What follows belongs to an exercise in optimizing a design on an open flow for small area; a production flow would make more cautious choices. RTL that was checked went through simulation tests only; none was proved equivalent to the original. The clock port is modelled as an ideal driver, which makes a skipped or thinned clock tree look cheaper than it is; a real chip needs a root buffer or a tree. No activity file was given, so power comes from the tool's default toggle rates.

== trial 15 ==
==> module MultTop_seq, before the edit <==
module MultTop_seq(input wire clk, input wire reset, input wire m_enable,
                   input wire [7:0] a, input wire [7:0] b,
                   output wire [3:0] an, output wire [7:0] seg);
    reg  [3:0]  mc;
    reg         rv;       
    reg  [7:0]  ar;       
    reg  [15:0] p;        
    wire m_idle = (mc == 4'd0);
    wire m_done = (mc == 4'd5);
    wire m_first = (mc == 4'd1);
    wire [7:0] addend = ar & {8{p[0]}};
    wire [8:0] cy;
    wire [7:0] sm;
    assign cy[0] = 1'b0;
    genvar gi;
    generate for (gi = 0; gi < 8; gi = gi + 1) begin : rca
        assign sm[gi] = p[8+gi] ^ addend[gi] ^ cy[gi];
        assign cy[gi+1] = (p[8+gi] & addend[gi]) | (cy[gi] & (p[8+gi] ^ addend[gi]));
    end endgenerate
    wire [8:0] sum = {cy[8], sm};
    reg  [1:0]  ph;
    reg  [3:0]  ix;
    wire ph_a = (ph == 2'd1);
    wire ph_s = (ph == 2'd3);
    wire ix0 = (ix == 4'd0);
    wire ix15 = (ix == 4'd15);
    reg  [15:0] cp;       
    reg  [15:0] l;        
    wire c_idle = ~ph[0];
    reg         cz;       
    wire diff = cz ? (p != 16'd0) : (p != cp);
    wire cp_load = m_idle & rv & diff & (c_idle | (m_enable & ph_s & ix15));
    wire start = c_idle & rv & (m_first | diff);
    wire step = ph_s;
    wire clr = reset | (ph_s & ix0);
    wire sbit = cp[~ix] & ~reset;
    wire [15:0] li = clr ? 16'd0 : l;
    function [3:0] add3(input [3:0] d);
        add3 = {d[3] | (d[2] & (d[1] | d[0])),
                (d[3] & d[0]) | (d[2] & ~d[1] & ~d[0]),
                (d[3] & ~d[0]) | (~d[2] & d[1]) | (d[1] & d[0]),
                (d[3] & ~d[0]) | (~d[3] & ~d[2] & d[0]) | (d[2] & d[1] & ~d[0])};
    endfunction
    wire [15:0] la = {add3(li[15:12]), add3(li[11:8]), add3(li[7:4]), add3(li[3:0])};
    always @(posedge clk) begin
        if (reset) mc <= 4'd0;
        else if (m_idle) mc <= {3'd0, m_enable};
        else if (m_done) mc <= 4'd0;
        else mc <= {mc[2:0], mc[3] ^ mc[2] ^ ~|mc[2:0]};
    end
    always @(posedge clk) begin
        if (reset) rv <= 1'b0;
        else if (m_done) rv <= 1'b1;
        else if (m_first) rv <= 1'b0;
        else if (m_idle & m_enable) rv <= rv & diff & ph_s & ix15;
    end
    always @(posedge clk) begin
        if (m_idle) begin
            ar <= a;
            if (m_enable) p <= {8'd0, b};
        end else if (!m_done) begin
            p <= {sum, p[7:1]};
        end
    end
    always @(posedge clk) begin
        if (reset) ph <= 2'd0;
        else if (c_idle) ph <= {1'b0, start};
        else if (ix15) ph <= {1'b1, ~ph[1]};
        ix <= ph[0] ? ix + 4'd1 : 4'd0;
    end
    always @(posedge clk) begin
        if (cp_load) cp <= p;
        if (reset) cz <= 1'b1;
        else if (cp_load) cz <= 1'b0;
    end
    always @(posedge clk) begin
        if (step | reset) l <= {la[14:0], sbit};
    end
    reg [9:0] lo;
    reg [1:0] sel;
    reg       q;
    wire z9 = ~|lo[8:0];
    wire lend = lo[9] & z9;
    always @(posedge clk or posedge reset) begin
        if (reset) lo <= 10'd0;
        else lo <= {lo[8:0], lo[9] ^ lo[6] ^ z9};
    end
    wire sw = q | (lend & ~(&sel));
    wire [1:0] sel_n = reset ? 2'd0 : sel + {1'b0, sw};
    always @(posedge clk) begin
        sel <= sel_n;
        q <= lend & (&sel);
    end
    reg [3:0] d;
    reg [3:0] sv;
    wire capm = ph_a & ~ix0;
    wire holdm = ph[1];
    wire [1:0] idx = sel + {1'b0, sw | capm};
    reg [3:0] mx;
    always @(*) begin
        case (idx)
            2'd0: mx = l[3:0];
            2'd1: mx = l[7:4];
            2'd2: mx = l[11:8];
            default: mx = l[15:12];
        endcase
    end
    always @(posedge clk) begin
        if (capm) sv <= mx;
        if (reset) d <= 4'd0;
        else if (holdm) begin
            if (sw) d <= sv;
        end else if (sw | ~capm) d <= mx;
    end
    function [7:0] segdec(input [3:0] v);
        reg p7;
        begin
            p7 = ~v[1] & ~v[3] & (v[2] ^ v[0]);
            segdec = {p7,
                      v[2] & (v[1] ^ v[0]),
                      v[1] & ~v[2] & ~v[0],
                      p7 | (v[2] & v[1] & v[0]),
                      v[0] | (v[2] & ~v[1]),
                      ~v[3] & ((v[1] & v[0]) | (~v[2] & (v[1] | v[0]))),
                      ~v[3] & (v[2] ? (v[1] & v[0]) : ~v[1]),
                      ~(v[3] & (v[2] | v[1]))};
        end
    endfunction
    assign seg = segdec(d);
    assign an = ~(4'd1 << sel);
endmodule
export LEC_CHECK = 0
export CAP_MARGIN = 20
export CORE_MARGIN = 2
export CORE_UTILIZATION = 70
export PLACE_DENSITY = 0.85
export SLEW_MARGIN = 20
create_clock -name core_clock -period 10.0 [get_ports {clk}]
standard.sh (not shown) runs the stock make flow with config.mk's settings and CLKGATE_MAP_FILE= SYNTH_SCRIPT=/design/flow/synth_recipe.tcl, a recipe that flattens the netlist after the stock synthesis.
==> flow/flow/run.sh <==
#!/bin/bash
set -euo pipefail
W=$PWD
{ head -n 1 synth_recipe.tcl; cat flow/abc_override.tcl; tail -n +2 synth_recipe.tcl; } > my_synth.tcl
sed "s#SYNTH_SCRIPT=[^ ]*#SYNTH_SCRIPT=$W/my_synth.tcl#" standard.sh > my_standard.sh
grep -q "SYNTH_SCRIPT=$W/my_synth.tcl" my_standard.sh
export MY_ABC_SCRIPT=$W/flow/area.abc
export BUFFER_PORTS_ARGS="-buffer_cell sky130_fd_sc_hd__buf_1"
export PRE_CTS_TCL=$W/flow/pre_cts.tcl
export MY_NBUF=8
export MY_BUFCELL=sky130_fd_sc_hd__inv_4
export MY_ROOT=sky130_fd_sc_hd__inv_2
bash my_standard.sh > standard.log 2>&1
Other scripts of this flow, unchanged in this note and not shown: flow/flow/abc_override.tcl, flow/flow/area.abc, flow/flow/pre_cts.tcl
Modified inputs, trial 6 compared to trial 15
--- a/flow/design.v
+++ b/flow/design.v
@@ -31,5 +31,6 @@
     reg         cz;       
     wire diff = cz ? (p != 16'd0) : (p != cp);
-    wire cp_load = m_idle & rv & diff & (c_idle | (m_enable & ph_s & ix15));
+    wire cp_take = m_idle & rv & (c_idle | (m_enable & ph_s & ix15));
+    wire cp_load = cp_take & diff;
     wire start = c_idle & rv & (m_first | diff);
     wire step = ph_s;
@@ -71,5 +72,6 @@
     end
     always @(posedge clk) begin
-        if (cp_load) cp <= p;
+        if (cp_load) cp[15:8] <= p[15:8];
+        if (cp_take) cp[7:0] <= p[7:0];
         if (reset) cz <= 1'b1;
         else if (cp_load) cz <= 1'b0;
Results
Trial 6 reached the end of the flow, and the finished layout is clean on the timing, design-rule and antenna checks.
Higher first-pass GRT wire length among trial 15 and trial 6: trial 15
Compared with trial 15, trial 6 ends up with a larger final cell area.
Delta (trial 6 minus trial 15): setup slack on the worst flop-to-flop path saw a decrease, area after synthesis moved up, worst hold slack did not really move, via count of the first global-routing pass went down.
The destination of the critical timing path comes out l[5]$_DFFE_PP_ in one run and l[1]$_DFFE_PP_ in the other, namely in trial 6 and trial 15 respectively.
The more densely filled core belongs to trial 6, not trial 15.
In the flow results for trial 15 and trial 6, the global-route usage is smaller on trial 6.
Going from trial 15 to trial 6, share of the clock period used by the worst path about even; clock skew neither gained nor lost much; setup slack of the critical path after layout fell 0.0080 ns; total power draw went up by about 20%; floorplan die area higher.
Trial 6 ended with more wire length on met3 than trial 15.
The RTL of trial 6 was laid out without a check of its function. No run of this note takes its clock network from TritonCTS; it comes from the design's own scripts or RTL.

==> afterwards: timing with drivers on the ports <==
The results above use ideal ports. As a check the final layouts listed here were re-extracted and re-timed, cells and wires unchanged. Step 1 assumes that a clkbuf_16 drives the clock port and a buf_2 every other input. Step 2 also shifts input and output timing later by t, the mid clock arrival at the registers, as if the neighbouring blocks saw the same clock. Three values: ideal ports, drivers, drivers and shift; two values: the first two.
run	shift t [ns]	setup slack, ns	worst register clock-pin slew, ns	worst slew at a driven data input, ns	cell pins on the clock port's net
trial 15	0.372	6.176 / 6.182 / 5.810	0.12 / 0.12	0.03	1
trial 6	0.372	6.168 / 6.171 / 5.799	0.12 / 0.12	0.03	1
After both steps every run listed still meets setup and hold. The setup slack of trial 6, which loses most, moves by +0.003 ns with the drivers and by -0.369 ns with both steps.
